Background: an optimization exercise with open tools, aiming at small area and a short achievable clock period. Do not read the settings as production practice.
The RTL was checked by simulation tests, not by an equivalence proof against the original design.
Power is estimated from default activity; no workload was simulated.

**flow/run.sh**
```bash
#!/bin/bash
# synth_recipe.tcl (not shown) runs the flow's synth.tcl, then flattens the netlist and writes it again
# the make line also repeats each setting of config.mk as NAME=value (left out here)
make -C /OpenROAD-flow-scripts/flow DESIGN_CONFIG=/design/flow/config.mk WORK_HOME=/design/flow/orfs CLKGATE_MAP_FILE= SYNTH_SCRIPT=/design/flow/synth_recipe.tcl finish
```
**flow/config.mk**
```make
export PLATFORM = sky130hd
export DESIGN_NAME = gemm_arr
export DESIGN_NICKNAME = gemm_arr
export VERILOG_FILES = /design/flow/design.v
export SDC_FILE = /design/flow/constraint.sdc
export NUM_CORES = 4
export LEC_CHECK = 0
export CAP_MARGIN = 20
export CORE_MARGIN = 2
export CORE_UTILIZATION = 40
export SETUP_SLACK_MARGIN = 4
export SLEW_MARGIN = 20
```
**flow/constraint.sdc**
```tcl
create_clock -name core_clock -period 16.0 [get_ports {i_clk}]
set_input_delay 3.2000 -clock core_clock [delete_from_list [all_inputs] [get_ports {i_clk}]]
set_output_delay 3.2000 -clock core_clock [all_outputs]
set_load 0.01 [all_outputs]
```
**flow/design.v**
```verilog
module bf16_class (
    input  [15:0] i_data,
    output        o_zero,
    output        o_nan,
    output        o_inf
);
wire emax = &i_data[14:7];
wire fnz  = |i_data[6:0];
assign o_zero = ~|i_data[14:7];
assign o_nan  = emax & fnz;
assign o_inf  = emax & ~fnz;
endmodule
module bf16_sigmul (
    input  [6:0]  a,
    input  [6:0]  b,
    output [15:0] p
);
wire t1 = (a[0] & b[6]) ^ (a[1] & b[5]);
wire t2 = (a[0] & b[6]) & (a[1] & b[5]);
wire t3 = a[0] ^ (a[1] & b[6]) ^ (a[2] & b[5]);
wire t4 = (a[0] & (a[1] & b[6])) | ((a[2] & b[5]) & (a[0] ^ (a[1] & b[6])));
wire t5 = (a[3] & b[4]) ^ (a[4] & b[3]);
wire t6 = (a[3] & b[4]) & (a[4] & b[3]);
wire t7 = a[1] ^ (a[2] & b[6]) ^ (a[3] & b[5]);
wire t8 = (a[1] & (a[2] & b[6])) | ((a[3] & b[5]) & (a[1] ^ (a[2] & b[6])));
wire t9 = (a[4] & b[4]) ^ (a[5] & b[3]);
wire t10 = (a[4] & b[4]) & (a[5] & b[3]);
wire t11 = a[2] ^ (a[3] & b[6]) ^ (a[4] & b[5]);
wire t12 = (a[2] & (a[3] & b[6])) | ((a[4] & b[5]) & (a[2] ^ (a[3] & b[6])));
wire t13 = (a[0] & b[4]) ^ (a[1] & b[3]);
wire t14 = (a[0] & b[4]) & (a[1] & b[3]);
wire t15 = (a[0] & b[5]) ^ (a[1] & b[4]) ^ (a[2] & b[3]);
wire t16 = ((a[0] & b[5]) & (a[1] & b[4])) | ((a[2] & b[3]) & ((a[0] & b[5]) ^ (a[1] & b[4])));
wire t17 = (a[3] & b[2]) ^ (a[4] & b[1]);
wire t18 = (a[3] & b[2]) & (a[4] & b[1]);
wire t19 = t1 ^ (a[2] & b[4]) ^ (a[3] & b[3]);
wire t20 = (t1 & (a[2] & b[4])) | ((a[3] & b[3]) & (t1 ^ (a[2] & b[4])));
wire t21 = (a[4] & b[2]) ^ (a[5] & b[1]) ^ (a[6] & b[0]);
wire t22 = ((a[4] & b[2]) & (a[5] & b[1])) | ((a[6] & b[0]) & ((a[4] & b[2]) ^ (a[5] & b[1])));
wire t23 = t2 ^ t3 ^ t5;
wire t24 = (t2 & t3) | (t5 & (t2 ^ t3));
wire t25 = (a[5] & b[2]) ^ (a[6] & b[1]) ^ b[0];
wire t26 = ((a[5] & b[2]) & (a[6] & b[1])) | (b[0] & ((a[5] & b[2]) ^ (a[6] & b[1])));
wire t27 = t4 ^ t6 ^ t7;
wire t28 = (t4 & t6) | (t7 & (t4 ^ t6));
wire t29 = t9 ^ (a[6] & b[2]) ^ b[1];
wire t30 = (t9 & (a[6] & b[2])) | (b[1] & (t9 ^ (a[6] & b[2])));
wire t31 = t8 ^ t10 ^ t11;
wire t32 = (t8 & t10) | (t11 & (t8 ^ t10));
wire t33 = (a[5] & b[4]) ^ (a[6] & b[3]) ^ b[2];
wire t34 = ((a[5] & b[4]) & (a[6] & b[3])) | (b[2] & ((a[5] & b[4]) ^ (a[6] & b[3])));
wire t35 = t12 ^ a[3] ^ (a[4] & b[6]);
wire t36 = (t12 & a[3]) | ((a[4] & b[6]) & (t12 ^ a[3]));
wire t37 = (a[5] & b[5]) ^ (a[6] & b[4]) ^ b[3];
wire t38 = ((a[5] & b[5]) & (a[6] & b[4])) | (b[3] & ((a[5] & b[5]) ^ (a[6] & b[4])));
wire t39 = a[4] ^ (a[5] & b[6]) ^ (a[6] & b[5]);
wire t40 = (a[4] & (a[5] & b[6])) | ((a[6] & b[5]) & (a[4] ^ (a[5] & b[6])));
wire t41 = (a[0] & b[3]) ^ (a[1] & b[2]);
wire t42 = (a[0] & b[3]) & (a[1] & b[2]);
wire t43 = t13 ^ (a[2] & b[2]) ^ (a[3] & b[1]);
wire t44 = (t13 & (a[2] & b[2])) | ((a[3] & b[1]) & (t13 ^ (a[2] & b[2])));
wire t45 = t14 ^ t15 ^ t17;
wire t46 = (t14 & t15) | (t17 & (t14 ^ t15));
wire t47 = t16 ^ t18 ^ t19;
wire t48 = (t16 & t18) | (t19 & (t16 ^ t18));
wire t49 = t20 ^ t22 ^ t23;
wire t50 = (t20 & t22) | (t23 & (t20 ^ t22));
wire t51 = t24 ^ t26 ^ t27;
wire t52 = (t24 & t26) | (t27 & (t24 ^ t26));
wire t53 = t28 ^ t30 ^ t31;
wire t54 = (t28 & t30) | (t31 & (t28 ^ t30));
wire t55 = t32 ^ t34 ^ t35;
wire t56 = (t32 & t34) | (t35 & (t32 ^ t34));
wire t57 = t36 ^ t38 ^ t39;
wire t58 = (t36 & t38) | (t39 & (t36 ^ t38));
wire t59 = t40 ^ a[5] ^ (a[6] & b[6]);
wire t60 = (t40 & a[5]) | ((a[6] & b[6]) & (t40 ^ a[5]));
wire t61 = (a[0] & b[2]) ^ (a[1] & b[1]);
wire t62 = (a[0] & b[2]) & (a[1] & b[1]);
wire t63 = t41 ^ (a[2] & b[1]) ^ (a[3] & b[0]);
wire t64 = (t41 & (a[2] & b[1])) | ((a[3] & b[0]) & (t41 ^ (a[2] & b[1])));
wire t65 = t42 ^ t43 ^ (a[4] & b[0]);
wire t66 = (t42 & t43) | ((a[4] & b[0]) & (t42 ^ t43));
wire t67 = t44 ^ t45 ^ (a[5] & b[0]);
wire t68 = (t44 & t45) | ((a[5] & b[0]) & (t44 ^ t45));
wire t69 = t46 ^ t47 ^ t21;
wire t70 = (t46 & t47) | (t21 & (t46 ^ t47));
wire t71 = t48 ^ t49 ^ t25;
wire t72 = (t48 & t49) | (t25 & (t48 ^ t49));
wire t73 = t50 ^ t51 ^ t29;
wire t74 = (t50 & t51) | (t29 & (t50 ^ t51));
wire t75 = t52 ^ t53 ^ t33;
wire t76 = (t52 & t53) | (t33 & (t52 ^ t53));
wire t77 = t54 ^ t55 ^ t37;
wire t78 = (t54 & t55) | (t37 & (t54 ^ t55));
wire t79 = t56 ^ t57 ^ b[4];
wire t80 = (t56 & t57) | (b[4] & (t56 ^ t57));
wire t81 = t58 ^ t59 ^ b[5];
wire t82 = (t58 & t59) | (b[5] & (t58 ^ t59));
wire t83 = t60 ^ a[6] ^ b[6];
wire t84 = (t60 & a[6]) | (b[6] & (t60 ^ a[6]));
wire [15:0] r0 = {1'b0, t84, t82, t80, t78, t76, t74, t72, t70, t68, t66, t64, t62, t61, (a[0] & b[1]), (a[0] & b[0])};
wire [15:0] r1 = {1'b0, 1'b1, t83, t81, t79, t77, t75, t73, t71, t69, t67, t65, t63, (a[2] & b[0]), (a[1] & b[0]), 1'b0};
assign p = r0 + r1;
endmodule
module bf16_mul (
    input  [15:0] i_data_a,
    input  [15:0] i_data_b,
    output [15:0] o_data
);
wire za, na, ia, zb, nb, ib;
bf16_class m_ca (.i_data(i_data_a), .o_zero(za), .o_nan(na), .o_inf(ia));
bf16_class m_cb (.i_data(i_data_b), .o_zero(zb), .o_nan(nb), .o_inf(ib));
wire        ps   = i_data_a[15] ^ i_data_b[15];
wire [15:0] m;
bf16_sigmul m_sig (.a(i_data_a[6:0]), .b(i_data_b[6:0]), .p(m));
wire        c    = m[15];
wire [6:0]  pf   = c ? m[14:8] : m[13:7];
wire [8:0]  esum = {1'b0, i_data_a[14:7]} + {1'b0, i_data_b[14:7]};
wire [7:0]  pe0  = esum[7:0] + 8'd129;
wire [7:0]  pe1  = esum[7:0] + 8'd130;
wire        uf   = c ? (esum < 9'd127) : (esum < 9'd128);
wire        of   = c ? (esum > 9'd380) : (esum > 9'd381);
wire        any_nan  = na | nb;
wire        any_zero = za | zb;
wire        any_inf  = ia | ib;
assign o_data = any_nan  ? 16'h7FC0 :
                any_zero ? (any_inf ? 16'hFFC0 : {ps, 15'd0}) :
                any_inf  ? {ps, 8'hFF, 7'd0} :
                uf       ? {ps, 15'd0} :
                of       ? {ps, 8'hFF, 7'd0} :
                           {ps, c ? pe1 : pe0, pf};
endmodule
module bf16_add_far (
    input  [9:0]  i_x,
    input  [9:0]  i_y,
    input         i_sub,
    output [10:0] o_r
);
wire [11:0] rx = {1'b0, i_x, i_sub} + {i_sub, i_y ^ {10{i_sub}}, i_sub};
assign o_r = rx[11:1];
endmodule
module bf16_add_near (
    input  [9:0]  i_x,
    input  [9:0]  i_y,
    output [9:0]  o_r,       
    output        o_neg      
);
wire [10:0] d1 = {1'b0, i_x} - {1'b0, i_y};
wire [10:0] d2 = {1'b0, i_y} - {1'b0, i_x};
assign o_neg = d1[10];
assign o_r   = o_neg ? d2[9:0] : d1[9:0];
endmodule
module bf16_add_single (
    input  [9:0]  i_x,
    input  [9:0]  i_y,
    input         i_sub,
    output [10:0] o_r,       
    output        o_neg
);
wire [11:0] rx = {1'b0, i_x, i_sub} + {i_sub, i_y ^ {10{i_sub}}, i_sub};
wire [10:0] d  = rx[11:1];
assign o_neg = i_sub & d[10];
assign o_r   = o_neg ? (~d + 11'd1) : d;
endmodule
module bf16_acc_norm (
    input         i_final,
    input         i_fz,
    input         i_sign,
    input         i_sub,
    input  [7:0]  i_base,
    input  [10:0] i_r,
    output [15:0] o_data,
    output [2:0]  o_flag
);
reg  [3:0]  lz;
always @(*) begin
    casez (i_r)
        11'b1??????????: lz = 4'd0;
        11'b01?????????: lz = 4'd1;
        11'b001????????: lz = 4'd2;
        11'b0001???????: lz = 4'd3;
        11'b00001??????: lz = 4'd4;
        11'b000001?????: lz = 4'd5;
        11'b0000001????: lz = 4'd6;
        11'b00000001???: lz = 4'd7;
        11'b000000001??: lz = 4'd8;
        11'b0000000001?: lz = 4'd9;
        default:         lz = 4'd10;
    endcase
end
wire [10:0] rs     = i_r << lz;
wire [6:0]  frac   = rs[9:3];
wire [7:0]  e      = i_base + 8'd2 - {4'd0, lz};    
wire        cancel = ~|i_r;
wire        inf    = ~i_sub & (&e);
wire        zero   = i_sub & (cancel | ~|e);
assign o_data = i_final ? {i_sign, i_base, i_r[6:0]} :
                inf     ? {i_sign, 8'hFF, 7'd0} :
                zero    ? {i_sign & ~cancel, 15'd0} :
                          {i_sign, e, frac};
assign o_flag = i_final ? i_r[9:7] :
                i_fz    ? 3'b100 :
                inf     ? 3'b010 :
                zero    ? 3'b100 : 3'b001;
endmodule
module bf16_fma #(
    parameter FAST = 1       
) (
    input  [15:0] i_x,
    input  [15:0] i_w,
    input  [15:0] i_acc,
    output [22:0] o_state    
);
wire [15:0] x = i_x, w = i_w, a = i_acc;
wire xz, xn, xi, wz, wn, wi;
bf16_class m_cx (.i_data(x), .o_zero(xz), .o_nan(xn), .o_inf(xi));
bf16_class m_cw (.i_data(w), .o_zero(wz), .o_nan(wn), .o_inf(wi));
wire        ps  = x[15] ^ w[15];
wire [15:0] m;
bf16_sigmul m_sig (.a(x[6:0]), .b(w[6:0]), .p(m));
wire        c   = m[15];
wire [9:0]  W   = {m[15:8], m[7] & ~c, 1'b0};
wire [8:0]  esum = {1'b0, x[14:7]} + {1'b0, w[14:7]};
wire [7:0]  pe0  = esum[7:0] + 8'd129;             
wire        uf   = c ? (esum < 9'd127) : (esum < 9'd128);
wire        of   = c ? (esum > 9'd380) : (esum > 9'd381);
wire        p_any_nan  = xn | wn;
wire        p_any_zero = xz | wz;
wire        p_any_inf  = xi | wi;
wire        p_nan  = p_any_nan | (p_any_zero & p_any_inf);
wire        p_zero = ~p_nan & (p_any_zero | (~p_any_inf & uf));
wire        p_inf  = ~p_nan & ~p_any_zero & (p_any_inf | of);
wire [15:0] p_nan_val = {~p_any_nan, 15'h7FC0};
wire [9:0]  t0   = {2'b0, a[14:7]} + 10'd127 - {1'b0, esum};
bf16_fma_core #(.FAST(FAST)) m_core (
    .i_acc(a), .i_W(W), .i_c(c), .i_pe0(pe0), .i_t0(t0), .i_ps(ps),
    .i_p_nan(p_nan), .i_p_zero(p_zero), .i_p_inf(p_inf), .i_p_nan_val(p_nan_val),
    .o_state(o_state)
);
endmodule
module bf16_fma_core #(
    parameter FAST = 1       
) (
    input  [15:0] i_acc,
    input  [9:0]  i_W,
    input         i_c,
    input  [7:0]  i_pe0,
    input  [9:0]  i_t0,      
    input         i_ps,
    input         i_p_nan,
    input         i_p_zero,
    input         i_p_inf,
    input  [15:0] i_p_nan_val,
    output [22:0] o_state
);
wire [15:0] a = i_acc;
wire az, an, ai;
bf16_class m_ca (.i_data(a), .o_zero(az), .o_nan(an), .o_inf(ai));
wire        sa  = a[15];
wire [7:0]  ea  = a[14:7];
wire [8:0]  ma  = {1'b1, a[6:0], 1'b0};
wire        ps  = i_ps;
wire        sub = sa ^ ps;
wire        c   = i_c;
wire [9:0]  W   = i_W;
wire [7:0]  pe0 = i_pe0;
wire        p_nan = i_p_nan, p_zero = i_p_zero, p_inf = i_p_inf;
wire [15:0] p_nan_val = i_p_nan_val;
wire [15:0] p_inf_val = {ps, 8'hFF, 7'd0};
wire [9:0]  t0   = i_t0;
wire        tneg = t0[9];
wire        fra  = ~tneg & ~az;
wire [7:0]  base = fra ? ea : pe0;                 
wire        shz  = |t0[8:4] | (t0[3] & |t0[2:1]);
wire [9:0]  ysh  = shz ? 10'd0 : (W >> t0[3:0]);
wire [9:0]  nt   = ~t0;                            
wire        shz2 = |nt[8:3] | az;
wire [8:0]  ash  = shz2 ? 9'd0 : ({1'b0, ma[8:1]} >> nt[2:0]);
wire [9:0]  ysm  = {1'b0, ash[8:1], ash[0] & ~c};
wire [9:0]  fx   = fra ? {1'b0, ma} : W;
wire [9:0]  fy   = fra ? ysh : ysm;
wire        sx   = fra ? sa : ps;                  
wire        near_t = c ? (t0 == 10'd0 || t0 == 10'd1 || t0 == 10'd2)
                       : (t0 == 10'h3FF || t0 == 10'd0 || t0 == 10'd1);
wire        near   = sub & ~az & near_t;
wire [10:0] s_r;
wire        s_sign;
generate
    if (FAST) begin : g_fast
        wire [10:0] r_far;
        bf16_add_far m_far (.i_x(fx), .i_y(fy), .i_sub(sub), .o_r(r_far));
        wire [9:0] nx = tneg ? W : {1'b0, ma};
        wire [9:0] ny = tneg ? {2'b0, ma[8:1]} : t0[1] ? {2'b0, W[9:2]} : t0[0] ? {1'b0, W[9:1]} : W;
        wire [9:0] r_near;
        wire       n_neg;
        bf16_add_near m_near (.i_x(nx), .i_y(ny), .o_r(r_near), .o_neg(n_neg));
        assign s_r    = near ? {1'b0, r_near} : r_far;
        assign s_sign = sx ^ (near & n_neg);
    end else begin : g_small
        wire s_neg;
        bf16_add_single m_add (.i_x(fx), .i_y(fy), .i_sub(sub), .o_r(s_r), .o_neg(s_neg));
        assign s_sign = sx ^ s_neg;
    end
endgenerate
reg  [15:0] sp_data;
reg  [2:0]  sp_flag;
reg         sp_sel;
always @(*) begin
    sp_sel = 1'b1;
    if (p_nan) begin
        sp_data = p_nan_val;
        sp_flag = 3'b011;
    end else if (an) begin
        sp_data = a;
        sp_flag = 3'b011;
    end else if (p_zero) begin
        sp_data = az ? {sa & ps, 15'd0} : a;
        sp_flag = 3'b100;
    end else if (ai & p_inf & sub) begin
        sp_data = 16'hFFC0;
        sp_flag = 3'b011;
    end else if (ai) begin
        sp_data = a;
        sp_flag = 3'b010;
    end else if (p_inf) begin
        sp_data = p_inf_val;
        sp_flag = az ? 3'b100 : 3'b010;
    end else begin
        sp_sel  = 1'b0;
        sp_data = p_inf_val;
        sp_flag = 3'b100;
    end
end
assign o_state = sp_sel ? {1'b1, 1'b0, sp_data[15], 1'b0, sp_data[14:7], 1'b0, sp_flag, sp_data[6:0]}
                        : {1'b0, az, s_sign, sub, base, s_r};
endmodule
module gemm_pe #(
    parameter FAST = 1,           
    parameter DATA_WIDTH = 16,
    parameter FLAG_WIDTH = 4
) (
    input i_clk,
    input i_rst,
    input i_valid,
    input [DATA_WIDTH-1:0] i_data_x,
    input [DATA_WIDTH-1:0] i_data_w,
    output reg [DATA_WIDTH-1:0] o_data_x,
    output reg [DATA_WIDTH-1:0] o_data_w,
    output     [DATA_WIDTH-1:0] o_data_acc,
    output     [2:0]            o_flag_acc    
);
reg  [22:0] acc_q;
wire [22:0] acc_d;
bf16_acc_norm m_norm (
    .i_final(acc_q[22]), .i_fz(acc_q[21]), .i_sign(acc_q[20]), .i_sub(acc_q[19]),
    .i_base(acc_q[18:11]), .i_r(acc_q[10:0]),
    .o_data(o_data_acc), .o_flag(o_flag_acc)
);
bf16_fma #(.FAST(FAST)) m_fma (
    .i_x(i_data_x), .i_w(i_data_w), .i_acc(o_data_acc),
    .o_state(acc_d)
);
always @(posedge i_clk) begin
    if (i_rst)
        acc_q <= 23'h400000;
    else if (i_valid)
        acc_q <= acc_d;
end
always @(posedge i_clk) begin
    if (i_rst) begin
        o_data_x[15:7] <= 9'd0;
        o_data_w[15:7] <= 9'd0;
    end else if (i_valid) begin
        o_data_x[15:7] <= i_data_x[15:7];
        o_data_w[15:7] <= i_data_w[15:7];
    end
end
always @(posedge i_clk) begin
    if (i_valid) begin
        o_data_x[6:0] <= i_data_x[6:0];
        o_data_w[6:0] <= i_data_w[6:0];
    end
end
endmodule
module gemm_arr #(
    parameter ROWS = 4,
    parameter COLS = 4,
    parameter N_ROWS = 2,  
    parameter N_COLS = 2,  
    parameter DATA_WIDTH = 16,
    parameter FLAG_WIDTH = 4
) (
    input i_clk,
    input i_rst,
    input i_valid,
    input [COLS*DATA_WIDTH-1:0] i_data_w,
    input [ROWS*DATA_WIDTH-1:0] i_data_x,
    input [N_COLS-1:0] i_addr,
    output [ROWS*DATA_WIDTH-1:0] o_data_acc,  
    output [ROWS*FLAG_WIDTH-1:0] o_data_flag
);
    wire [DATA_WIDTH-1:0] conn_w [ROWS*COLS-1:0]; 
    wire [DATA_WIDTH-1:0] conn_x [ROWS*COLS-1:0];
    wire [ROWS*DATA_WIDTH-1:0] conn_acc [COLS-1:0];  
    wire [ROWS*3-1:0] conn_flag [COLS-1:0];    
    genvar i;
    genvar j;
    generate
        for(i=0; i<ROWS; i=i+1) begin
            for(j=0; j<COLS; j=j+1) begin
                if(i==0 && j==0) begin
                    gemm_pe m_pe (
                        .i_clk(i_clk),
                        .i_rst(i_rst),
                        .i_valid(i_valid),
                        .i_data_x(i_data_x[ROWS*DATA_WIDTH-1:(ROWS-1)*DATA_WIDTH]),  
                        .i_data_w(i_data_w[COLS*DATA_WIDTH-1:(COLS-1)*DATA_WIDTH]),  
                        .o_data_x(conn_x[0]),
                        .o_data_w(conn_w[0]),
                        .o_data_acc(conn_acc[0][ROWS*DATA_WIDTH-1:(ROWS-1)*DATA_WIDTH]),  
                        .o_flag_acc(conn_flag[0][ROWS*3-1:(ROWS-1)*3])
                    );
                end
                else if(i==0) begin
                    gemm_pe m_pe (
                        .i_clk(i_clk),
                        .i_rst(i_rst),
                        .i_valid(i_valid),
                        .i_data_x(conn_x[j-1]),
                        .i_data_w(i_data_w[(COLS-j)*DATA_WIDTH-1:(COLS-1-j)*DATA_WIDTH]),   
                        .o_data_x(conn_x[j]),
                        .o_data_w(conn_w[j]),
                        .o_data_acc(conn_acc[j][ROWS*DATA_WIDTH-1:(ROWS-1)*DATA_WIDTH]),
                        .o_flag_acc(conn_flag[j][ROWS*3-1:(ROWS-1)*3])
                    );
                end
                else if(j==0) begin
                    gemm_pe m_pe (
                        .i_clk(i_clk),
                        .i_rst(i_rst),
                        .i_valid(i_valid),
                        .i_data_x(i_data_x[(ROWS-i)*DATA_WIDTH-1:(ROWS-1-i)*DATA_WIDTH]),  
                        .i_data_w(conn_w[(i-1)*COLS]),
                        .o_data_x(conn_x[i*COLS]),
                        .o_data_w(conn_w[i*COLS]),
                        .o_data_acc(conn_acc[0][(ROWS-i)*DATA_WIDTH-1:(ROWS-1-i)*DATA_WIDTH]),
                        .o_flag_acc(conn_flag[0][(ROWS-i)*3-1:(ROWS-1-i)*3])
                    );
                end
                else begin
                    gemm_pe #(.FAST(0)) m_pe (
                        .i_clk(i_clk),
                        .i_rst(i_rst),
                        .i_valid(i_valid),
                        .i_data_x(conn_x[i*COLS+j-1]),
                        .i_data_w(conn_w[(i-1)*COLS+j]),
                        .o_data_x(conn_x[i*COLS+j]),
                        .o_data_w(conn_w[i*COLS+j]),
                        .o_data_acc(conn_acc[j][(ROWS-i)*DATA_WIDTH-1:(ROWS-1-i)*DATA_WIDTH]),
                        .o_flag_acc(conn_flag[j][(ROWS-i)*3-1:(ROWS-1-i)*3])
                    );
                end
            end
        end
    endgenerate
    assign o_data_acc = conn_acc[i_addr];
    wire [ROWS*3-1:0] sel_flag = conn_flag[i_addr];
    genvar r;
    generate
        for (r = 0; r < ROWS; r = r + 1) begin : g_flag
            wire [2:0] fc = sel_flag[r*3 +: 3];
            assign o_data_flag[r*FLAG_WIDTH +: FLAG_WIDTH] =
                {fc[1] & fc[0], fc[2], fc[1] & ~fc[0], fc[0] & ~fc[1]};
        end
    endgenerate
endmodule
```
==> flow_results.org, run 1 <==
** Synth
- When the netlist entered floorplanning its net count stood at 19000.
- In this run the mean area of a mapped cell was 7.60 um2.
- The cell area that synthesis handed to floorplanning was 0.130 mm2.
- Sequential fraction of the synthesis area :: 12.9%
- The netlist uses 123 different library cells.
- Post-synthesis register bit count :: 752
- For this run, asynchronously set or reset flops after synthesis account for 0%.
- In this run the biggest area consumer among cell types represents 11.3% of the synthesized area.
- Prevailing post-synth register cell :: sky130_fd_sc_hd__dfxtp_1
- Cell type contributing the most total cell area after synthesis :: sky130_fd_sc_hd__ha_1
- Count of yosys warnings during synthesis :: 6
- Number of instances in the synthesized netlist :: 17100
- EDFF count, synth :: 168
- Yosys attributes the largest share of cell area to sky130_fd_sc_hd__ha_1 (11%), sky130_fd_sc_hd__fa_1 (9.6%), sky130_fd_sc_hd__dfxtp_1 (9.0%), sky130_fd_sc_hd__inv_1 (4.8%), sky130_fd_sc_hd__nand2_1 (4.6%).

** STA
- After layout, the minimum clock period comes to 11280 ps.
- Final Cycle Share :: 70.5%
- Sum of negative setup slack :: 0 ps
- Maximum operating frequency :: 88.7 MHz
- Headroom to the max-slew limit came out at 8.60%.
- Number of setup violations in the final report :: 0
- For the pin with the worst max-slew slack, the measured transition is 1360 ps.
- The clock arrives with 120 ps of skew.
- Setup repair after global routing left no endpoint under its margin.
- Number of max-slew violations in the final report :: 0
- Worst-case setup margin in the final layout :: 4720 ps
- Final hold slack :: 468 ps
- Hold Violations, Final :: 0

** Outcome
- The flow ran to the end and the layout has no timing, DRC or antenna violations.

** Setup path
- Largest driver fanout on the critical path :: 10
- Family of cells with the greatest summed delay on the critical path :: compound AO/OA/AOI/OAI gates
- Crit Path Class :: in -> reg
- The critical path contains buffers and inverters numbering 2 combined.
- Crit path from :: i_data_w[37]
- By instance count, the cell type seen most on the critical path is sky130_fd_sc_hd__fa_1.
- Startpoint type of the worst setup path :: input port
- For this run, the slowest stage of the critical path takes 840 ps.
- STA puts the critical path data required time at 16790 ps.
- Arrival time of the worst setup path :: 12070 ps
- Among all stages on the critical path, the largest delay is contributed by sky130_fd_sc_hd__a2111oi_1.
- The worst setup path is captured at a flip-flop.

** Layout
- Fraction of final layout cells with drive strength greater than 1 :: 5.60%
- The area growth from synthesis to layout is 8.12%.
- After filler insertion, the fill cell instance count of the layout stands at 32900.
- Cells fill 43.5% of the core in the end.
- For this run, the post-layout net count is 18800.
- Commonest non-fill, non-tap cell in the layout :: sky130_fd_sc_hd__inv_1
- Most frequent cells in the layout :: sky130_fd_sc_hd__inv_1 (1665), sky130_fd_sc_hd__nand2_1 (1590), sky130_fd_sc_hd__nor2_1 (1549)

** Power
- Part of the total power dissipated in sequential elements :: 9.3%
- P_sw :: 14.8 mW
- Power density over the cells :: 193 mW/mm2
- Logic pwr share :: 80.9%
- Switching share of power :: 54.8%
- Internal power comes to 12.2 mW.
- Part of the total power dissipated in the clock network :: 9.7%
- VDD IR-drop max :: 0.199 mV
- Leakage power :: 60.2 nW

** Flow run
- Max-cap violations in this run came to 0.

** Clocking
- Root buffer selected by CTS :: sky130_fd_sc_hd__clkbuf_16
- Number of buffers inserted for hold repair after clock tree synthesis :: 0
- The longest clock path from root to sink contains 4 buffers.
- TritonCTS built the clock tree.
- The H-tree was split into 3 levels.
- Counting every sink on the clock net gives 752.
- Clock-pin transition on the worst setup and hold timing paths :: 70 ps
- TritonCTS created 110 clock buffers.
- Clock latency on the worst-skew pair, taken at its later pin, is 930 ps.

** GRT
- Entering global routing, the biggest net connects 136 pins.
- The number of antenna violations at the first check in global routing came to 53.
- After global routing the overflow that remains totals 0.
- Vias in the first global route :: 121000
- Global routing used 28.3% of the available tracks.
- First-pass GRT wire length :: 739000 um

** Routing
- The detailed router placed 130000 vias in this run.
- Number of nets with antenna violations after detailed routing :: 0
- The detailed router finished its first iteration with 13400 violations.
- For this run, design rule violations remaining after detail routing come to 0.
- Length of the first detailed-routing pass in iterations :: 9
- WL per Instance :: 22.9 um
- Wire length reported by the detailed router :: 486000 um
- After detailed routing, the number of vias per cell comes to 6.13.

** Die
- In this run the core area contains 208 standard-cell rows.
- Core area :: 0.322 mm2
- During I/O placement, the number of pins put on the boundary was 213.
- Die boundary width :: 573 um
- Floorplan die area :: 0.328 mm2
- Initial core utilization :: 40.3%
- Chip Height :: 573 um

** Placement
- Input and output buffers added on the ports amount to 212.
- Post-placement setup slack :: 3840 ps
- Routability-driven placement finished with a final weighted congestion of 0.983.
- Once detailed placement completed, the half-perimeter wirelength came to 385000 um.

** Hold path
- The worst hold path belongs to the class reg -> reg.
-- cells in the mapped netlist (236+ instances only) --
cell type / number
sky130_fd_sc_hd__nor3_1: 394
sky130_fd_sc_hd__fa_1: 622
sky130_fd_sc_hd__nand2_1: 1592
sky130_fd_sc_hd__a21o_1: 300
sky130_fd_sc_hd__a21oi_1: 936
sky130_fd_sc_hd__nand3_1: 342
sky130_fd_sc_hd__dfxtp_1: 584
sky130_fd_sc_hd__a211oi_1: 270
sky130_fd_sc_hd__clkbuf_1: 696
sky130_fd_sc_hd__mux2i_1: 435
sky130_fd_sc_hd__nor2_1: 1555
sky130_fd_sc_hd__ha_1: 1172
sky130_fd_sc_hd__xnor2_1: 519
sky130_fd_sc_hd__and2_1: 497
sky130_fd_sc_hd__o21ai_0: 843
sky130_fd_sc_hd__xor2_1: 309
sky130_fd_sc_hd__inv_1: 1667
sky130_fd_sc_hd__nor4_1: 236
-- metrics by stage --
stage          power (mW)  instance area, um2  instances
6_report             27.0              140000      21300
5_1_grt              29.5              140000      21200
4_1_cts              26.7              140000      21200
3_5_place_dp         23.9              136000      21000
3_3_place_gp         24.0              136000      21000
2_1_floorplan        18.7              130000      17100
-- layout make-up --
class	instances	area [um2]	share of cell area, %
Timing Repair Buffer	448	3930	2.81
Multi-Input combinational cell	13800	104000	74.1
Antenna cell	32	80.1	0.0572
Inverter	1704	6410	4.58
Clock inverter	54	656	0.468
Tap cell	4305	5390	3.85
Sequential cell	752	16700	11.9
Clock buffer	148	3140	2.24
-- layer usage --
metal	global-route usage, %	wire length [um]	part of all wire, %
met1	38.3	210000	43
met2	43.9	211000	43
met3	4.78	40200	8.3
met4	13.1	24600	5.1
met5	0	145	0.030
-- path summary, 6_finish.rpt --
path                                   to  slack [ps]  depth (start not counted)
worst max-delay path            flip-flop        4720                         26
worst min-delay path            flip-flop         470                          2
worst max register to register  flip-flop        4840                         42
worst min register to register  flip-flop         470                          2
-- power groups by stage --
stage	Clock [mW]	Combinational, mW	Sequential [mW]
4_1_cts	2.66	21.5	2.51
3_3_place_gp	0	21.4	2.55
3_5_place_dp	0	21.4	2.55
5_1_grt	2.74	24.2	2.54
2_1_floorplan	0	16.4	2.27
6_report	2.63	21.9	2.53
-- timing repair --
| action | 4_1_cts | 5_1_grt |
|---|---|---|
| gates resized for setup | 0 | 8 |
| buffers inserted | 0 | 0 |
| endpoints found under the setup margin | 0 | 33 |
-- state kept, by name (all words and copies together) (netlist names) --
register / count
genblk1.genblk1.genblk1.genblk1.m_pe.o_data_x: 32
genblk1.genblk1.genblk1.genblk1.genblk1.m_pe.o_data_w: 128
genblk1.genblk1.genblk1.genblk1.genblk1.m_pe.o_data_x: 144
genblk1.genblk1.genblk1.m_pe.o_data_x: 16
genblk1.genblk1.genblk1.genblk1.genblk1.m_pe.acc_q: 276
genblk1.genblk1.genblk1.m_pe.acc_q: 23
genblk1.genblk1.genblk1.m_pe.o_data_w: 16
genblk1.genblk1.genblk1.genblk1.m_pe.o_data_w: 48
genblk1.genblk1.genblk1.genblk1.m_pe.acc_q: 69
-- kinds of logic after synthesis --
| logic type | synth area share [%] |
|---|---|
| simple gates | 22.1 |
| xor+xnor | 5.60 |
| flops | 12.9 |
| compound gates | 25.4 |
| fa+ha+maj | 21.0 |
| buf+inv | 7.25 |
| mux | 5.84 |
-- worst reg2reg max path, delay by kind of cell, from the launching register on --
kind	cells	cell delay (ps)
flops	1	460
fa+ha+maj	8	2580
simple gates	9	2660
compound gates	21	4710
xor+xnor	2	370
buf+inv	2	260
==> run 2: changes to the inputs <==
--- a/flow/config.mk
+++ b/flow/config.mk
@@ -8,5 +8,5 @@
 export CAP_MARGIN = 20
 export CORE_MARGIN = 2
 export CORE_UTILIZATION = 40
-export SETUP_SLACK_MARGIN = 4
+export SETUP_SLACK_MARGIN = 5
 export SLEW_MARGIN = 20
==> run 2 against run 1 <==
  * Cell count is essentially flat
  * Sequential share of layout area shrank 0.056 points
  * Critical path depth grew 4
  * Still clean
  * Clock skew grew 7.4 ps
  * Combinational power is essentially flat
  * Core utilization grew 0.22 points
  * Die area is the same
  * Worst setup slack gained 670 ps
  * Sequential power is essentially flat
==> flow_results.org, run 2 <==
** Outcome
- Result of the run :: finished clean (unchanged)

** Synth
- The dominant combinational cell family by area after synthesis is compound AO/OA/AOI/OAI gates (unchanged).
- The average cell area after synthesis came to 7.60 um2 (unchanged).
- Biggest area contributors in the synthesized netlist :: sky130_fd_sc_hd__ha_1 (11%), sky130_fd_sc_hd__fa_1 (9.6%), sky130_fd_sc_hd__dfxtp_1 (9.0%), sky130_fd_sc_hd__inv_1 (4.8%), sky130_fd_sc_hd__nand2_1 (4.6%) (unchanged)
- EDFF count, synth :: 168 (unchanged)
- Synth Area in Compound Gates :: 25.4% (unchanged)
- Synthesized-area fraction occupied by and/or/nand/nor cells :: 22.1% (unchanged)
- The total nets after synthesis is 19000 (unchanged).
- Count of yosys warnings during synthesis :: 6 (unchanged)
- The fraction of synthesized area in multiplexers is 5.84% (unchanged).
- The largest area contributor in the netlist is sky130_fd_sc_hd__ha_1 (unchanged).
- Distinct cell type count of the synthesized netlist :: 123 (unchanged)
- Prevailing post-synth register cell :: sky130_fd_sc_hd__dfxtp_1 (unchanged)
- The post-synthesis xor/xnor area fraction came to 5.60% (unchanged).
- Number of instances in the synthesized netlist :: 17100 (unchanged)
- Synth top cells by count: sky130_fd_sc_hd__inv_1 (1667), sky130_fd_sc_hd__nand2_1 (1592), sky130_fd_sc_hd__nor2_1 (1555), sky130_fd_sc_hd__ha_1 (1172), sky130_fd_sc_hd__a21oi_1 (936) (unchanged).
- Leading cell type by number of instances after synthesis :: sky130_fd_sc_hd__inv_1 (unchanged)
- The synthesized area came to 0.130 mm2 (unchanged).
- Post-synthesis register bit count :: 752 (unchanged)
- Post-synthesis async set-or-reset flop share :: 0% (unchanged)
- The adder-cell share of the synthesized area was 21.0% (unchanged).
- The post-synthesis sequential area ratio came to 12.9% (unchanged).
- The area fraction of the dominant cell type after synthesis came to 11.3% (unchanged).

** Clocking
- The clock transition at the registers of the reported paths came to 60 ps (was 70 ps).
- The clock tree root driver cell was sky130_fd_sc_hd__clkbuf_16 (unchanged).
- H-tree depth :: 3 (unchanged)
- Buffers from clock root to sink, at most :: 4 (unchanged)
- Number of buffers inserted for hold repair after clock tree synthesis :: 0 (unchanged)
- CTS tree :: built (unchanged)
- The clock sink count is 752 (unchanged).
- The number of buffers inserted during clock tree synthesis is 110 (unchanged).
- Clock insertion delay at the later pin of the skew report :: 940 ps (was 930 ps)

** Routing
- The total iterations of the first detailed-routing run came to 8 (was 9).
- The via-per-instance ratio was 6.12 (was 6.13).
- WL per Instance :: 22.9 um (about the same)
- Number of nets with antenna violations after detailed routing :: 0 (unchanged)
- The DRC violation total after the first TritonRoute iteration came to 13100 (was 13400).
- DRC viols :: 0 (unchanged)
- Via Count :: 130000 (about the same)
- The aggregate routed wire length is 487000 um (was 486000 um).

** Die
- The initial standard-cell utilization of the core was 40.3% (unchanged).
- The area of the core region was 0.322 mm2 (unchanged).
- Number of primary I/O pins :: 213 (unchanged)
- Die boundary width :: 573 um (unchanged)
- Chip Height :: 573 um (unchanged)
- Floorplan die area :: 0.328 mm2 (unchanged)
- The row count came to 208 (unchanged).

** GRT
- Antenna violations before repair :: 53 (unchanged)
- The pin count of the biggest net entering global routing is 136 (unchanged).
- GRT Resource Usage Total :: 28.3% (about the same)
- The via count of the first global-routing pass was 121000 (about the same).
- Total overflow reported by the global router :: 0 (unchanged)
- The global-route wire length before repair was 739000 um (about the same).

** STA
- Worst Skew :: 127 ps (was 120 ps)
- The worst slew margin relative to its limit came to 13.3% (was 8.60%).
- Maximum operating frequency :: 94.3 MHz (was 88.7 MHz)
- Sum of negative setup slack :: 0 ps (unchanged)
- Crit path time final :: 10600 ps (was 11280 ps)
- The post-route fraction of the period consumed by the critical path came to 66.3% (was 70.5%).
- The hold violation count in the final report is 0 (unchanged).
- The number of endpoints failing setup at the final stage is 0 (unchanged).
- The number of slew-limit violations in the final report came to 0 (unchanged).
- The worst-margin pin slew came to 1290 ps (was 1360 ps).
- RSZ-0062 raised after global routing: true (was false).

** Setup path
- Family of cells with the greatest summed delay on the critical path :: adder cells (was compound AO/OA/AOI/OAI gates)
- Largest driver fanout on the critical path :: 10 (unchanged)
- Standard cell with the maximum stage delay on the critical path :: sky130_fd_sc_hd__clkdlybuf4s50_1 (was sky130_fd_sc_hd__a2111oi_1)
- Startpoint type of the worst setup path :: input port (unchanged)
- The required arrival time at the worst endpoint is 16770 ps (was 16790 ps).
- Type of element capturing the critical path :: flip-flop (unchanged)
- The delay of the slowest cell on the worst path came to 630 ps (was 840 ps).
- Depth of the worst register-to-register path :: 38 (was 42)
- The register-to-register path setup slack was 5470 ps (was 4840 ps).
- Arrival time of the worst setup path :: 11370 ps (was 12070 ps)
- The path type of the worst setup path is in -> reg (unchanged).
- The launch point of the worst path is i_data_x[35] (was i_data_w[37]).
- Crit path buffers/inverters :: 4 (was 2)
- The most frequent cell on the critical path was sky130_fd_sc_hd__fa_1 (unchanged).
- The critical path depth in cells was 30 (was 26).

** Layout
- Post-synthesis to final-layout area growth :: 8.67% (was 8.12%)
- Most frequent cells in the layout :: sky130_fd_sc_hd__inv_1 (1665), sky130_fd_sc_hd__nand2_1 (1589), sky130_fd_sc_hd__nor2_1 (1541) (was sky130_fd_sc_hd__inv_1 (1665), sky130_fd_sc_hd__nand2_1 (1590), sky130_fd_sc_hd__nor2_1 (1549))
- Max reg flops :: 276 (unchanged)
- Largest registers: genblk1.genblk1.genblk1.genblk1.genblk1.m_pe.acc_q (276), genblk1.genblk1.genblk1.genblk1.genblk1.m_pe.o_data_x (144), genblk1.genblk1.genblk1.genblk1.genblk1.m_pe.o_data_w (128) (unchanged).
- The end-of-flow core utilization was 43.8% (was 43.5%).
- Largest reg by FF count :: genblk1.genblk1.genblk1.genblk1.genblk1.m_pe.acc_q (unchanged)
- Commonest non-fill, non-tap cell in the layout :: sky130_fd_sc_hd__inv_1 (unchanged)
- Fraction of final layout cells with drive strength greater than 1 :: 6.22% (was 5.60%)
- Net count, final :: 18800 (about the same)

** Placement
- The number of buffers inserted by port buffering was 212 (unchanged).
- RePlAce Congestion :: 0.983 (unchanged)
- Detailed-placement wirelength estimate :: 385000 um (unchanged)

** Flow run
- The number of max-capacitance violations reported came to 0 (unchanged).

** Power
- The maximum VDD drop is 0.198 mV (was 0.199 mV).
- Power density over the cells :: 194 mW/mm2 (was 193 mW/mm2)
- The total leakage power came to 60.6 nW (was 60.2 nW).

** Hold path
- The path type of the worst min-delay path is reg -> reg (unchanged).
-- run 2: cell types whose count changed in the layout (fill, tap and decap cells not counted), moves of 7 or more --
| cell | delta |
|---|---|
| sky130_fd_sc_hd__a21oi_1 | -8 |
| sky130_fd_sc_hd__buf_4 | +16 |
| sky130_fd_sc_hd__a211oi_1 | -8 |
| sky130_fd_sc_hd__dlymetal6s2s_1 | +9 |
| sky130_fd_sc_hd__o21ai_0 | -9 |
| sky130_fd_sc_hd__a211oi_2 | +7 |
| sky130_fd_sc_hd__clkdlybuf4s50_1 | -9 |
| sky130_fd_sc_hd__a21oi_2 | +8 |
| sky130_fd_sc_hd__nor2_1 | -8 |
-- run 2: layout make-up --
cell class                      count  area [um2]
Fill cell                       32900      181000
Multi-Input combinational cell  13800      104000
Sequential cell                   752       16700
Inverter                         1704        6410
Tap cell                         4305        5390
Timing Repair Buffer              465        4080
Clock buffer                      148        3140
Clock inverter                     54         656
Antenna cell                       32        80.1
-- run 2: worst min path at each step --
stage | endpoint | slack, ps | cells after the start
after floorplan | flip-flop | 420 | 2
after global placement | flip-flop | 430 | 2
after detailed placement | flip-flop | 450 | 2
after CTS | flip-flop | 460 | 2
after global routing | flip-flop | 490 | 2
final | flip-flop | 470 | 2
-- run 2: where the power goes --
| part | total [mW] | internal [mW] | switching (mW) |
|---|---|---|---|
| Clock | 2.63 | 1.55 | 1.09 |
| Sequential | 2.53 | 2.10 | 0.424 |
| Combinational | 22.1 | 8.67 | 13.4 |
-- run 2: logic make-up (layout without fill, tap and decap cells) --
group / count (synthesis) / count (layout)
compound gates: 4733 / 4733
simple gates: 5828 / 5828
buf+inv: 2486 / 2371
other cells: 0 / 32
mux: 628 / 628
xor+xnor: 828 / 828
fa+ha+maj: 1798 / 1798
flops: 752 / 752
-- run 2: stage by stage --
step	instance area [um2]	setup slack (ps)	total power [mW]	hold slack (ps)	instances
final	141000	5400	27.3	468	21300
after CTS	140000	5000	26.7	465	21200
after global routing	141000	4870	29.7	487	21300
after detailed placement	136000	3840	23.9	451	21000
after global placement	136000	4010	24.0	431	21000
after floorplan	130000	5420	18.7	419	17100
-- run 2: what timing repair did --
| action | in CTS | in global routing |
|---|---|---|
| gates resized for setup | 14 | 133 |
| pin swaps | 1 | 6 |
| endpoints found under the hold margin | 0 | 0 |
| buffers inserted | 3 | 14 |
| endpoints found under the setup margin | 39 | 158 |
-- run 2: per-layer routing --
| metal | global-route usage (%) | routed length [um] | up-vias |
|---|---|---|---|
| li1 | - | - | 61400 |
| met1 | 38.3 | 210000 | 62700 |
| met2 | 43.9 | 212000 | 5282 |
| met3 | 4.75 | 39900 | 866 |
| met4 | 13.0 | 24800 | 22 |
| met5 | 0 | 131 | - |
-- run 2: worst min-delay path, delay by kind of cell, from the launching register on --
family | cells | cell delay [ps]
AO/OA/AOI/OAI | 1 | 60
flip-flops | 1 | 330
AND/OR/NAND/NOR | 1 | 50
==> run 3: changes to the inputs <==
--- a/flow/design.v
+++ b/flow/design.v
@@ -410,7 +410,7 @@
         for(i=0; i<ROWS; i=i+1) begin
             for(j=0; j<COLS; j=j+1) begin
                 if(i==0 && j==0) begin
-                    gemm_pe m_pe (
+                    gemm_pe #(.FAST(0)) m_pe (
                         .i_clk(i_clk),
                         .i_rst(i_rst),
                         .i_valid(i_valid),
@@ -423,7 +423,7 @@
                     );
                 end
                 else if(i==0) begin
-                    gemm_pe m_pe (
+                    gemm_pe #(.FAST(0)) m_pe (
                         .i_clk(i_clk),
                         .i_rst(i_rst),
                         .i_valid(i_valid),
@@ -436,7 +436,7 @@
                     );
                 end
                 else if(j==0) begin
-                    gemm_pe m_pe (
+                    gemm_pe #(.FAST(0)) m_pe (
                         .i_clk(i_clk),
                         .i_rst(i_rst),
                         .i_valid(i_valid),
==> run 3 against run 2 <==
  * Count of clock-buffer cells in the layout decreased by 14
  * Register-to-register slack improved by 60 ps
  * Non-clock buffer count decreased by 47
  * Combinational power decreased by 16%
  * Design area decreased by 5.0%
  * Die area decreased by 5.1%
  * Critical path depth decreased by 14
  * Largest power group unchanged
  * Highest routed layer unchanged
==> flow_results.org, run 3 <==
** Outcome
- Result of the run :: finished clean (unchanged)

** Layout
- The number of non-filler instances in the completed layout is 20100 (was 21300).
- Footprint of the flip-flops and latches :: 0.0167 mm2 (about the same)
- The number of fill cells is 31200 (was 32900).
- Max reg flops :: 276 (unchanged)
- Net count, final :: 17700 (was 18800)
- Largest reg by FF count :: genblk1.genblk1.genblk1.genblk1.genblk1.m_pe.acc_q (unchanged)
- Area taken by multi-input logic gates :: 0.0987 mm2 (was 0.104 mm2)
- Most frequent cells in the layout :: sky130_fd_sc_hd__nand2_1 (1524), sky130_fd_sc_hd__inv_1 (1496), sky130_fd_sc_hd__nor2_1 (1409) (was sky130_fd_sc_hd__inv_1 (1665), sky130_fd_sc_hd__nand2_1 (1589), sky130_fd_sc_hd__nor2_1 (1541))
- Post-synthesis to final-layout area growth :: 8.84% (was 8.67%)
- The most frequent standard cell in the layout excluding fill and tap cells was sky130_fd_sc_hd__nand2_1 (was sky130_fd_sc_hd__inv_1).
- Largest registers :: genblk1.genblk1.genblk1.genblk1.genblk1.m_pe.acc_q (276), genblk1.genblk1.genblk1.genblk1.genblk1.m_pe.o_data_x (144), genblk1.genblk1.genblk1.genblk1.genblk1.m_pe.o_data_w (128) (unchanged)
- The fraction of layout instances using a drive strength above 1 was 6.63% (was 6.22%).
- The area of all placed cells without fillers was 0.134 mm2 (was 0.141 mm2).

** Die
- The area of the core region is 0.306 mm2 (was 0.322 mm2).
- The initial standard-cell utilization of the core was 40.2% (was 40.3%).
- Die boundary width :: 558 um (was 573 um)
- The row count came to 203 (was 208).
- The die area came to 0.312 mm2 (was 0.328 mm2).
- Number of primary I/O pins :: 213 (unchanged)
- The die boundary height came to 558 um (was 573 um).

** Power
- Power density over the cells :: 177 mW/mm2 (was 194 mW/mm2)
- The total leakage power is 56.9 nW (was 60.6 nW).
- The maximum VDD drop was 0.149 mV (was 0.198 mV).
- The sum of internal, switching and leakage power came to 23.6 mW (was 27.3 mW).

** Hold path
- The depth of the worst hold-timing path is 2 (unchanged).
- Min-delay worst type :: reg -> reg (unchanged)

** Clocking
- The number of buffers inserted during clock tree synthesis came to 105 (was 110).
- The clock tree root driver cell is sky130_fd_sc_hd__clkbuf_16 (unchanged).
- The clock sink count was 752 (unchanged).
- The later-pin clock latency in the skew report was 900 ps (was 940 ps).
- The depth of the CTS H-tree came to 3 (unchanged).
- CTS tree :: built (unchanged)
- Clock-pin transition on the worst setup and hold timing paths :: 60 ps (about the same)
- The maximum clock path buffer count was 4 (unchanged).
- Number of buffers inserted for hold repair after clock tree synthesis :: 0 (unchanged)

** GRT
- The global routing met2 resource utilization came to 43.4% (was 43.9%).
- Antenna violations before repair :: 40 (was 53)
- The total global-route track usage was 27.7% (was 28.3%).
- Pin count of the biggest net entering global routing :: 146 (was 136)
- Vias in the first global route :: 112000 (was 121000)
- First-pass GRT wire length :: 682000 um (was 739000 um)
- The global-route congestion overflow total is 0 (unchanged).
- M3 GR Usage :: 3.80% (was 4.75%)
- Most used routing layer in global routing :: met2 (unchanged)
- Met1 Track Usage GR :: 37.9% (was 38.3%)

** Setup path
- Data required time of the worst path :: 12800 ps (was 16770 ps)
- Crit Path Class :: reg -> out (was in -> reg)
- Standard cell with the maximum stage delay on the critical path :: sky130_fd_sc_hd__o21ai_1 (was sky130_fd_sc_hd__clkdlybuf4s50_1)
- The family with the most delay on the worst path is compound AO/OA/AOI/OAI gates (was adder cells).
- The register-to-register path setup slack is 5530 ps (was 5470 ps).
- Type of element capturing the critical path :: output pin (was flip-flop)
- The data arrival time of the critical path is 7510 ps (was 11370 ps).
- The worst path buffer plus inverter count was 3 (was 4).
- The worst reg2reg path depth came to 38 (unchanged).
- Ordered list of cells on the worst path :: or4_1 -> nor3_2 -> a22oi_2 -> inv_2 -> ha_1 -> inv_1 -> ha_1 -> fa_1 -> a211oi_1 -> nor2_1 -> a31o_2 -> or2_2 -> o21ai_1 -> o31ai_1 -> mux4_2 -> clkdlybuf4s50_1
- The delay of the slowest cell on the worst path is 800 ps (was 630 ps).
- Largest driver fanout on the critical path :: 13 (was 10)
- The most frequent cell on the critical path was sky130_fd_sc_hd__ha_1 (was sky130_fd_sc_hd__fa_1).
- The kind of launch point of the worst setup path is a flip-flop (was input port).

** Placement
- The number of placed cells counting well taps is 19900 (was 21000).
- The number of buffers inserted by port buffering came to 212 (unchanged).
- The routability-driven placement congestion ratio came to 0.969 (was 0.983).
- Detailed-placement wirelength estimate :: 357000 um (was 385000 um)
- Placement Cell Area :: 0.129 mm2 (was 0.136 mm2)

** Routing
- Avg Vias per Cell :: 6.09 (was 6.12)
- The detailed-route via count was 122000 (was 130000).
- DRT iter0 DRCs :: 12200 (was 13100)
- The DRC violation count after routing came to 0 (unchanged).
- The total iterations of the first detailed-routing run is 8 (unchanged).
- Wire length reported by the detailed router :: 450000 um (was 487000 um)
- WL per Instance :: 22.4 um (was 22.9 um)
- Number of nets with antenna violations after detailed routing :: 0 (unchanged)

** STA
- The time the final worst path needs with I/O delays and setup was 10710 ps (was 10600 ps).
- RSZ-0062 raised after global routing: true (unchanged).
- The worst slew margin relative to its limit is 19.0% (was 13.3%).
- Sum of negative setup slack :: 0 ps (unchanged)
- Final Cycle Share :: 66.9% (was 66.3%)
- The worst-margin pin slew is 1200 ps (was 1290 ps).
- Maximum operating frequency :: 93.4 MHz (was 94.3 MHz)
- The final worst clock skew was 46.4 ps (was 127 ps).
- The hold violation count in the final report came to 0 (unchanged).
- Number of setup violations in the final report :: 0 (unchanged)
- Number of max-slew violations in the final report :: 0 (unchanged)

** Synth
- Mean instance size in the synthesized netlist :: 7.65 um2 (was 7.60 um2)
- Post-synthesis register bit count :: 752 (unchanged)
- Cell type contributing the most total cell area after synthesis :: sky130_fd_sc_hd__ha_1 (unchanged)
- Post-synthesis async set-or-reset flop share :: 0% (unchanged)
- Distinct cell type count of the synthesized netlist :: 124 (was 123)
- The post-synthesis sequential area ratio is 13.6% (was 12.9%).
- Number of nets in the synthesized netlist :: 17900 (was 19000)
- Biggest area contributors in the synthesized netlist: sky130_fd_sc_hd__ha_1 (11%), sky130_fd_sc_hd__fa_1 (9.9%), sky130_fd_sc_hd__dfxtp_1 (9.5%), sky130_fd_sc_hd__nand2_1 (4.7%), sky130_fd_sc_hd__inv_1 (4.6%) (was sky130_fd_sc_hd__ha_1 (11%), sky130_fd_sc_hd__fa_1 (9.6%), sky130_fd_sc_hd__dfxtp_1 (9.0%), sky130_fd_sc_hd__inv_1 (4.8%), sky130_fd_sc_hd__nand2_1 (4.6%)).
- Leading cell type by number of instances after synthesis :: sky130_fd_sc_hd__nand2_1 (was sky130_fd_sc_hd__inv_1)
- The Yosys warning count was 4 (was 6).
- EDFF count, synth :: 168 (unchanged)
- Number of instances in the synthesized netlist :: 16100 (was 17100)
- The synthesized area was 0.123 mm2 (was 0.130 mm2).
- Synth top area share :: 11.1% (was 11.3%)
- The flip-flop cell with the highest count after synthesis is sky130_fd_sc_hd__dfxtp_1 (unchanged).
- Synth top cells by count: sky130_fd_sc_hd__nand2_1 (1527), sky130_fd_sc_hd__inv_1 (1499), sky130_fd_sc_hd__nor2_1 (1418), sky130_fd_sc_hd__ha_1 (1088), sky130_fd_sc_hd__o21ai_0 (832) (was sky130_fd_sc_hd__inv_1 (1667), sky130_fd_sc_hd__nand2_1 (1592), sky130_fd_sc_hd__nor2_1 (1555), sky130_fd_sc_hd__ha_1 (1172), sky130_fd_sc_hd__a21oi_1 (936)).

** Flow run
- The number of max-capacitance violations reported is 0 (unchanged).
run 3: through the flow:
stage / util [%] / worst slack, ps / hold slack [ps]
6_report: 43.7 / 5290 / 477
3_5_place_dp: 42.2 / 3740 / 457
3_3_place_gp: 42.2 / 3800 / 454
4_1_cts: 43.4 / 5020 / 476
5_1_grt: 43.7 / 4940 / 489
2_1_floorplan: - / 5300 / 424
run 3: final cells by class:
cell class                 count  area share, %
tap                         4100           3.84
sequential                   752           12.5
multi-input combinational  13100           73.8
inverter                    1534           4.33
timing repair buffer         418           2.81
clock inverter                55          0.499
clock buffer                 134           2.18
antenna                       24         0.0449
run 3: kinds of logic (layout without fill, tap and decap cells):
| group | count (synthesis) | in the layout | share of synthesized area [%] |
|---|---|---|---|
| flip-flops | 752 | 752 | 13.6 |
| buffers and inverters | 2232 | 2141 | 6.87 |
| adder cells (fa/ha/maj) | 1696 | 1696 | 21.0 |
| multiplexers | 567 | 567 | 5.60 |
| AO/OA/AOI/OAI | 4298 | 4298 | 24.2 |
| XOR/XNOR | 819 | 819 | 5.84 |
| other | 0 | 24 | 0 |
| AND/OR/NAND/NOR | 5704 | 5704 | 22.9 |
run 3: worst register-to-register path: cells and delay by family, from the launching register on:
family	cells	cell delay (ps)
flip-flops	1	410
XOR/XNOR	4	590
adder cells (fa/ha/maj)	6	1790
AND/OR/NAND/NOR	10	3670
AO/OA/AOI/OAI	16	3750
buffers and inverters	2	170
run 3: worst max path at each step:
stage                                 to  cells past startpoint  slack (ps)         start
after floorplan                flip-flop                     34        5300  i_data_x[20]
after global placement         flip-flop                     33        3800  i_data_x[19]
after detailed placement       flip-flop                     33        3740  i_data_x[19]
after CTS                      flip-flop                     42        5020     flip-flop
after global routing      o_data_acc[51]                     16        4940     flip-flop
final                     o_data_acc[49]                     16        5290     flip-flop
run 3: where the power goes:
part | internal [mW] | switching, mW
clock | 1.49 | 1.05
combinational | 7.41 | 11.2
sequential | 2.12 | 0.414
run 3: metal layers:
layer	wire, um	vias up
li1	-	57900
met2	199000	4835
met3	34500	775
met4	20400	4
met5	21	-
met1	196000	58900
run 3: repair_timing:
action	in CTS	in global routing
buffers inserted	0	15
setup endpoints to repair	88	170
resized for setup	26	177
pin swaps	0	14
hold endpoints to repair	0	0
==> run 4: changes to the inputs <==
--- a/flow/config.mk
+++ b/flow/config.mk
@@ -7,6 +7,7 @@
 export LEC_CHECK = 0
 export CAP_MARGIN = 20
 export CORE_MARGIN = 2
-export CORE_UTILIZATION = 40
+export CORE_UTILIZATION = 55
+export PLACE_DENSITY = 0.7
 export SETUP_SLACK_MARGIN = 5
 export SLEW_MARGIN = 20
==> run 4 against run 3 <==
  * Critical path depth rose by 15
  * First-iteration DRC count grew 3.3%
  * Synthesized cell count is the same
  * Sequential share of layout area increased by 0.16 points
  * Worst setup slack better by 72 ps
  * Global-route usage is 8.7 points higher
  * Via count up 0.98%
  * Fmax increased by 0.67%
  * Largest cell class unchanged
==> flow_results.org, run 4 <==
** Routing
- Avg Vias per Cell :: 6.51 (was 6.09)
- WL per Instance :: 22.8 um (was 22.4 um)
- Wire length reported by the detailed router :: 433000 um (was 450000 um)
- The DRC violation total after the first TritonRoute iteration is 12600 (was 12200).
- The total iterations of the first detailed-routing run is 9 (was 8).
- The DRC violation count after routing was 0 (unchanged).
- The detailed-route via count came to 124000 (was 122000).
- The number of antenna-violating nets in the routed design was 0 (unchanged).

** Layout
- The layout net count came to 17700 (about the same).
- Most frequent cells in the layout :: sky130_fd_sc_hd__nand2_1 (1524), sky130_fd_sc_hd__inv_1 (1496), sky130_fd_sc_hd__nor2_1 (1410) (was sky130_fd_sc_hd__nand2_1 (1524), sky130_fd_sc_hd__inv_1 (1496), sky130_fd_sc_hd__nor2_1 (1409))
- Commonest non-fill, non-tap cell in the layout :: sky130_fd_sc_hd__nand2_1 (unchanged)
- The area growth from synthesis to final layout came to 7.44% (was 8.84%).
- Fraction of final layout cells with drive strength greater than 1 :: 6.47% (was 6.63%)
- Max reg flops :: 276 (unchanged)
- Largest reg by FF count :: genblk1.genblk1.genblk1.genblk1.genblk1.m_pe.acc_q (unchanged)
- The area of all placed cells without fillers came to 0.132 mm2 (was 0.134 mm2).
- Largest registers :: genblk1.genblk1.genblk1.genblk1.genblk1.m_pe.acc_q (276), genblk1.genblk1.genblk1.genblk1.genblk1.m_pe.o_data_x (144), genblk1.genblk1.genblk1.genblk1.genblk1.m_pe.o_data_w (128) (unchanged)
- Number of cells in the finished layout apart from fillers :: 19000 (was 20100)

** STA
- The number of slew-limit violations in the final report was 0 (unchanged).
- Hold Violations, Final :: 0 (unchanged)
- The number of endpoints failing setup at the final stage was 0 (unchanged).
- The post-route fraction of the period consumed by the critical path was 66.5% (was 66.9%).
- Maximum operating frequency :: 94.0 MHz (was 93.4 MHz)
- The final hold slack is 471 ps (was 477 ps).
- The worst-margin pin slew is 1290 ps (was 1200 ps).
- Worst Skew :: 24.9 ps (was 46.4 ps)
- RSZ-0062 raised after global routing: true (unchanged).
- The total negative slack for setup checks was 0 ps (unchanged).
- Relative slew slack :: 13.0% (was 19.0%)
- Crit path time final :: 10640 ps (was 10710 ps)
- The worst setup slack after layout was 5360 ps (was 5290 ps).

** Setup path
- The critical path starts at i_data_w[54].
- The worst reg2reg path depth is 39 (was 38).
- The delay of the slowest cell on the worst path is 580 ps (was 800 ps).
- The required arrival time at the worst endpoint came to 16640 ps (was 12800 ps).
- Type of element capturing the critical path :: flip-flop (was output pin)
- Crit Path Class :: in -> reg (was reg -> out)
- Largest driver fanout on the critical path :: 8 (was 13)
- Startpoint type of the worst setup path :: input port (was flip-flop)
- Most prevalent standard cell on the critical path :: sky130_fd_sc_hd__fa_1 (was sky130_fd_sc_hd__ha_1)
- The cell with the largest stage delay on the worst path is sky130_fd_sc_hd__clkdlybuf4s50_1 (was sky130_fd_sc_hd__o21ai_1).
- The data arrival time of the critical path came to 11280 ps (was 7510 ps).
- Worst setup path end :: genblk1[0].genblk1[0].genblk1.m_pe.acc_q[10] (was o_data_acc[49])
- Setup slack of the worst register-to-register path :: 5520 ps (was 5530 ps)

** Synth
- Synth top cells by count: sky130_fd_sc_hd__nand2_1 (1527), sky130_fd_sc_hd__inv_1 (1499), sky130_fd_sc_hd__nor2_1 (1418), sky130_fd_sc_hd__ha_1 (1088), sky130_fd_sc_hd__o21ai_0 (832) (unchanged).
- The Yosys warning count was 4 (unchanged).
- The post-synthesis xor/xnor area fraction came to 5.84% (unchanged).
- Multiplexer share of the synthesized area :: 5.60% (unchanged)
- The synthesized area came to 0.123 mm2 (unchanged).
- Largest family of logic cells by synthesized area :: compound AO/OA/AOI/OAI gates (unchanged)
- The distinct cell type count after synthesis was 124 (unchanged).
- Synth top area share :: 11.1% (unchanged)
- The average cell area after synthesis is 7.65 um2 (unchanged).
- Sequential fraction of the synthesis area :: 13.6% (unchanged)
- The area fraction in compound gates after synthesis is 24.2% (unchanged).
- Prevailing post-synth register cell :: sky130_fd_sc_hd__dfxtp_1 (unchanged)
- Leading cell type by number of instances after synthesis :: sky130_fd_sc_hd__nand2_1 (unchanged)
- Number of instances in the synthesized netlist :: 16100 (unchanged)
- Biggest area contributors in the synthesized netlist :: sky130_fd_sc_hd__ha_1 (11%), sky130_fd_sc_hd__fa_1 (9.9%), sky130_fd_sc_hd__dfxtp_1 (9.5%), sky130_fd_sc_hd__nand2_1 (4.7%), sky130_fd_sc_hd__inv_1 (4.6%) (unchanged)
- The number of register bits inferred by synthesis came to 752 (unchanged).
- The number of enable-type register cells in the synthesized netlist was 168 (unchanged).
- The total nets after synthesis came to 17900 (unchanged).
- The adder-cell share of the synthesized area is 21.0% (unchanged).
- The simple-gate portion of the synthesized area came to 22.9% (unchanged).
- The largest area contributor in the netlist is sky130_fd_sc_hd__ha_1 (unchanged).
- Post-synthesis async set-or-reset flop share :: 0% (unchanged)

** Clocking
- The number of buffers inserted during clock tree synthesis is 97 (was 105).
- H-tree depth :: 3 (unchanged)
- The later-pin clock latency in the skew report was 770 ps (was 900 ps).
- The maximum clock path buffer count was 3 (was 4).
- The number of hold buffers added after cts was 0 (unchanged).
- The clock transition at the registers of the reported paths was 60 ps (about the same).
- TritonCTS sink count :: 752 (unchanged)
- CTS tree :: built (unchanged)
- Root buffer selected by CTS :: sky130_fd_sc_hd__clkbuf_16 (unchanged)

** Hold path
- Min-delay worst type :: reg -> reg (unchanged)

** Die
- Initial core utilization :: 55.3% (was 40.2%)
- The I/O pin total is 213 (unchanged).
- FP Rows :: 173 (was 203)
- The die boundary height is 477 um (was 558 um).
- The area of the core region came to 0.222 mm2 (was 0.306 mm2).
- The die area is 0.227 mm2 (was 0.312 mm2).
- The floorplan die width was 477 um (was 558 um).

** GRT
- The number of antenna violations at the first check in global routing was 40 (unchanged).
- The global-route wire length before repair is 663000 um (was 682000 um).
- Vias in the first global route :: 113000 (was 112000)
- The pin count of the biggest net entering global routing is 135 (was 146).
- GRT Resource Usage Total :: 36.4% (was 27.7%)
- The global-route congestion overflow total came to 0 (unchanged).

** Placement
- RePlAce Congestion :: 1.02 (was 0.969)
- The number of buffers inserted by port buffering is 212 (unchanged).
- Detailed-placement wirelength estimate :: 339000 um (was 357000 um)
- Placement Cell Area :: 0.128 mm2 (was 0.129 mm2)
- The number of placed cells counting well taps came to 18700 (was 19900).
- Post-placement setup slack :: 3890 ps (was 3740 ps)

** Power
- The total leakage power came to 56.8 nW (was 56.9 nW).
- Power density over the cells :: 178 mW/mm2 (was 177 mW/mm2)
- VDD IR-drop max :: 0.376 mV (was 0.149 mV)

** Outcome
- Result of the run :: finished clean (unchanged)

** Flow run
- Max-cap violations :: 0 (unchanged)
## run 4: cell counts after synthesis
Identical to the previous run, type by type.
## run 4: logic make-up (layout without fill, tap and decap cells)
| logic type | count (synthesis) | in the layout |
|---|---|---|
| muxes | 567 | 567 |
| DFF | 752 | 752 |
| other | 0 | 33 |
| xor gates and xnor gates | 819 | 819 |
| adders and majority gates | 1696 | 1696 |
| AOI/OAI and AO/OA | 4298 | 4298 |
| and+or+nand+nor | 5704 | 5704 |
| buffers and inverters | 2232 | 2135 |
## run 4: power breakdown
| group | internal (mW) | switching (mW) |
|---|---|---|
| Combinational | 7.44 | 11.3 |
| Sequential | 2.12 | 0.405 |
| Clock | 1.30 | 1.01 |
## run 4: repair_timing
item	in CTS	in global routing
setup buffers	0	19
setup endpoints to repair	45	165
pin swaps	0	15
resized for setup	11	188
## run 4: cell type report
class                   count  area, um2
repair buffers            418       3790
clock buffers             127       2740
inverters                1534       5780
clock inverters            56        544
diodes                     33       82.6
fillers                 20800      90100
flip-flops and latches    752      16700
well taps                2975       3720
multi-input cells       13100      98600
## run 4: worst min path at each step
| stage | slack, ps | to | start | depth (start not counted) |
|---|---|---|---|---|
| after detailed placement | 460 | flip-flop | flip-flop | 2 |
| after global placement | 450 | flip-flop | flip-flop | 2 |
| after global routing | 500 | flip-flop | flip-flop | 2 |
| final | 470 | flip-flop | flip-flop | 2 |
| after floorplan | 420 | flip-flop | genblk1[0].genblk1[0].genblk1.m_pe.o_data_x[6] | 0 |
| after CTS | 470 | flip-flop | flip-flop | 2 |
## run 4: per-layer routing
| layer | up-vias | global-route usage (%) | wire, um |
|---|---|---|---|
| met5 | - | 0 | 41 |
| met4 | 6 | 19.0 | 25400 |
| met3 | 1040 | 6.95 | 41200 |
| met2 | 5880 | 55.4 | 186000 |
| met1 | 58800 | 48.7 | 180000 |
| li1 | 57900 | - | - |
## run 4: metrics by stage
stage          utilization [%]  total power, mW
3_5_place_dp              57.5             20.5
6_report                  59.5             23.6
2_1_floorplan                -             16.3
3_3_place_gp              57.5             20.4
5_1_grt                   59.4             25.6
4_1_cts                   59.0             22.9
## run 4: worst max-delay path: cells and delay by family
family / cells / cell delay, ps
compound gates: 12 / 2640
fa+ha+maj: 6 / 2640
simple gates: 6 / 1590
buf+inv: 3 / 680
xor+xnor: 3 / 440
mux: 1 / 100

## separate check: timing with driven ports
The flow's constraints put no driver on any port. The routed layouts listed below were extracted and timed again, unchanged, in two steps. Step 1 (the two cells are an assumption about what drives the block):
set clk [get_ports {i_clk}]
set_driving_cell -lib_cell sky130_fd_sc_hd__clkbuf_16 $clk
set_driving_cell -lib_cell sky130_fd_sc_hd__buf_2 [delete_from_list [all_inputs] $clk]
Step 2 adds t to the input delays and takes it off the output delays; t is the mean of the earliest and latest rising clock arrival at the registers after step 1. Input paths then give back, and output paths get back, about the clock's delay inside the block. Slacks: no drivers / after step 1 / after step 2; pairs: no drivers / after step 1.
run | t, ns | setup slack, ns | latest minus earliest clock arrival (ns)
run 1 | 0.975 | 4.725 / 4.789 / 3.814 | 0.129 / 0.128
run 2 | 0.977 | 5.400 / 5.346 / 4.428 | 0.136 / 0.136
run 3 | 0.964 | 5.291 / 5.202 / 4.631 | 0.055 / 0.055
run 4 | 0.853 | 5.362 / 5.404 / 4.585 | 0.027 / 0.027
After both steps setup and hold are still met in every run listed. The setup slack of run 2, which loses most, moves by -0.054 ns with the drivers and by -0.972 ns with both steps.
